This is an optimization exercise on Yosys and OpenROAD, whose aim is small area, not a production implementation. Only simulation tests tie the RTL to the original design; equivalence was not proved.

## rev 12
// fir_filter
module fir_filter (
    input  wire signed [15:0] i_fir_data_in,
    input  wire               i_fir_en,
    input  wire               i_tap_wr_en,
    input  wire        [5:0]  i_tap_wr_addr,
    input  wire        [15:0] i_tap_wr_data,
    input  wire               i_clk,
    input  wire               i_rst_n,
    output reg  signed [31:0] o_fir_data_out
);
reg [15:0] tap [0:50];
reg [16:0] buffer [0:50];
reg [31:0] acc_a, acc_b;    
reg [21:0] macc_n;
integer i;
always @(posedge i_clk or negedge i_rst_n) begin
    if (!i_rst_n) begin
        tap[0] <= 16'hfffd;
        tap[1] <= 16'hffeb;
        tap[2] <= 16'hffda;
        tap[3] <= 16'hffcb;
        tap[4] <= 16'hffc5;
        tap[5] <= 16'hffd2;
        tap[6] <= 16'hfffa;
        tap[7] <= 16'h003e;
        tap[8] <= 16'h0093;
        tap[9] <= 16'h00df;
        tap[10] <= 16'h0102;
        tap[11] <= 16'h00da;
        tap[12] <= 16'h0051;
        tap[13] <= 16'hff6e;
        tap[14] <= 16'hfe56;
        tap[15] <= 16'hfd51;
        tap[16] <= 16'hfcbe;
        tap[17] <= 16'hfcfd;
        tap[18] <= 16'hfe56;
        tap[19] <= 16'h00e3;
        tap[20] <= 16'h0480;
        tap[21] <= 16'h08c7;
        tap[22] <= 16'h0d24;
        tap[23] <= 16'h10e9;
        tap[24] <= 16'h1377;
        tap[25] <= 16'h145f;
        tap[26] <= 16'h1377;
        tap[27] <= 16'h10e9;
        tap[28] <= 16'h0d24;
        tap[29] <= 16'h08c7;
        tap[30] <= 16'h0480;
        tap[31] <= 16'h00e3;
        tap[32] <= 16'hfe56;
        tap[33] <= 16'hfcfd;
  ...
Size: about 74 I/O pins, about 0.31 mm² of cells after synthesis.
Settings: LEC_CHECK=0, ABC_AREA=1, CAP_MARGIN=20, CORE_MARGIN=2, CORE_UTILIZATION=30, PLACE_DENSITY=0.4, SLEW_MARGIN=20, SYNTH_HIERARCHICAL=1, SYNTH_MINIMUM_KEEP_SIZE=0; clock period 12.0 ns.
run.sh (not shown) runs the stock make flow with config.mk's settings and CLKGATE_MAP_FILE= SYNTH_SCRIPT=/design/flow/synth_recipe.tcl, a recipe that flattens the netlist after the stock synthesis.
Relative to rev 12, the following input files were edited for rev 13:
Settings: CTS_CLUSTER_DIAMETER newly set to 100; CTS_CLUSTER_SIZE newly set to 30.
Findings:
- Rev 13: all stages done; final checks FAILED (antenna violations, max-capacitance violations, max-slew violations).
- Changes observed in rev 13 relative to rev 12: setup slack rose 0.12 ns; utilization saw a decrease; largest stage delay on the critical path increased by 0.07 ns relative to the old numbers; global routing met2 resource utilization moved up.
- Compared rev 13 against rev 12; final-layout worst hold slack within noise.
- Diff rev 13..rev 12 | non-clock buffering overhead in the final layout | negligible

========
Another version of the RTL of fir_filter (not shown whole).
Size: ~34000 cells after synthesis, ~1800 flip-flops, ~74 I/O pins.
Settings: LEC_CHECK=0, ABC_AREA=1, CAP_MARGIN=30, CORE_MARGIN=2, CORE_UTILIZATION=40, PLACE_DENSITY=0.5, SLEW_MARGIN=30, SYNTH_HIERARCHICAL=1, SYNTH_MINIMUM_KEEP_SIZE=0; clock period 12.0 ns.
The first run produced a layout that fails on antenna violations.
Then changed:
--- a/flow/config.mk
+++ b/flow/config.mk
@@ -9,6 +9,8 @@
 export CAP_MARGIN = 30
 export CORE_MARGIN = 2
-export CORE_UTILIZATION = 40
-export PLACE_DENSITY = 0.5
+export CORE_UTILIZATION = 30
+export CTS_CLUSTER_DIAMETER = 100
+export CTS_CLUSTER_SIZE = 30
+export PLACE_DENSITY = 0.45
 export SLEW_MARGIN = 30
 export SYNTH_HIERARCHICAL = 1
Outcome: The changed run finished but failed the layout checks on antenna violations. Sequential share of layout area decreases by 0.15 points. Cell area goes up by 1.1%. Global-route usage decreases by 13 points. Routed wire length climbs by 5.4%. Hold slack gets worse by 0.0043 ns.
Then changed:
--- a/flow/config.mk
+++ b/flow/config.mk
@@ -9,8 +9,6 @@
 export CAP_MARGIN = 30
 export CORE_MARGIN = 2
-export CORE_UTILIZATION = 30
-export CTS_CLUSTER_DIAMETER = 100
-export CTS_CLUSTER_SIZE = 30
-export PLACE_DENSITY = 0.45
+export CORE_UTILIZATION = 45
+export PLACE_DENSITY = 0.55
 export SLEW_MARGIN = 30
 export SYNTH_HIERARCHICAL = 1
The changed run ran to the end with violations: max-slew violations. Critical path depth came out higher by 8. Count of clock-buffer cells in the layout came out higher by 157. Fmax came out lower by 2.7%. Cell count came out lower by 9.7%. Synthesized cell count stays the same. Area after synthesis is unchanged. Utilization came out higher by 15 points.

========
Starting RTL as in the previous note.
## fir_filter
module fir_filter (
    input  wire signed [15:0] i_fir_data_in,
    input  wire               i_fir_en,
    input  wire               i_tap_wr_en,
    input  wire        [5:0]  i_tap_wr_addr,
    input  wire        [15:0] i_tap_wr_data,
    input  wire               i_clk,
    input  wire               i_rst_n,
    output reg  signed [31:0] o_fir_data_out
);
make LEC_CHECK=0 ABC_AREA=1 CAP_MARGIN=30 CORE_MARGIN=2 CORE_UTILIZATION=30 PLACE_DENSITY=0.4 SLEW_MARGIN=30 SYNTH_HIERARCHICAL=1 SYNTH_MINIMUM_KEEP_SIZE=0 finish   # period 12.0 ns
The starting point finished with antenna violations left.
Next try:
- CTS_CLUSTER_DIAMETER: not set -> 100
- CTS_CLUSTER_SIZE: not set -> 30
What happened: The changed run reached the layout checks and failed them: antenna violations. Utilization drops by 0.23 points. Worst setup slack got worse by 61 ps. Cell area drops slightly. Flip-flop and latch count is unchanged. Hold slack improved by 6.6 ps.

port drivers added, routing unchanged:
The results above use ideal ports. As a check the final layouts listed here were re-extracted and re-timed, cells and wires unchanged.
Step 1 assumes that a clkbuf_16 drives the clock port and a buf_2 every other input.
Step 2 adds t to the input delays and takes it off the output delays; t is the mean of the earliest and latest rising clock arrival at the registers after step 1. Input paths then give back, and output paths get back, about the clock's delay inside the block.
Slacks: no drivers / after step 1 / after step 2; pairs: no drivers / after step 1.
| run | shift t [ns] | setup WS [ns] | pins driven straight from the clock port |
|---|---|---|---|
| rev 12 | 1.285 | 1.512 / 1.512 / 1.492 | 1 |
| rev 13 | 1.356 | 1.627 / 1.627 / 1.466 | 1 |
| the first run of note 2 | 1.277 | 0.732 / 0.732 / 0.732 | 1 |
| the second run of note 2 | 1.315 | 1.201 / 1.201 / 1.201 | 1 |
| the third run of note 2 | 1.272 | 0.898 / 0.898 / 0.898 | 1 |
| the first run of note 3 | 1.286 | 1.247 / 1.247 / 1.247 | 1 |
| the second run of note 3 | 1.337 | 1.186 / 1.186 / 1.186 | 1 |
For rev 13, which loses most, drivers alone change the setup slack by 0.000 ns; drivers and shift together by -0.161 ns.
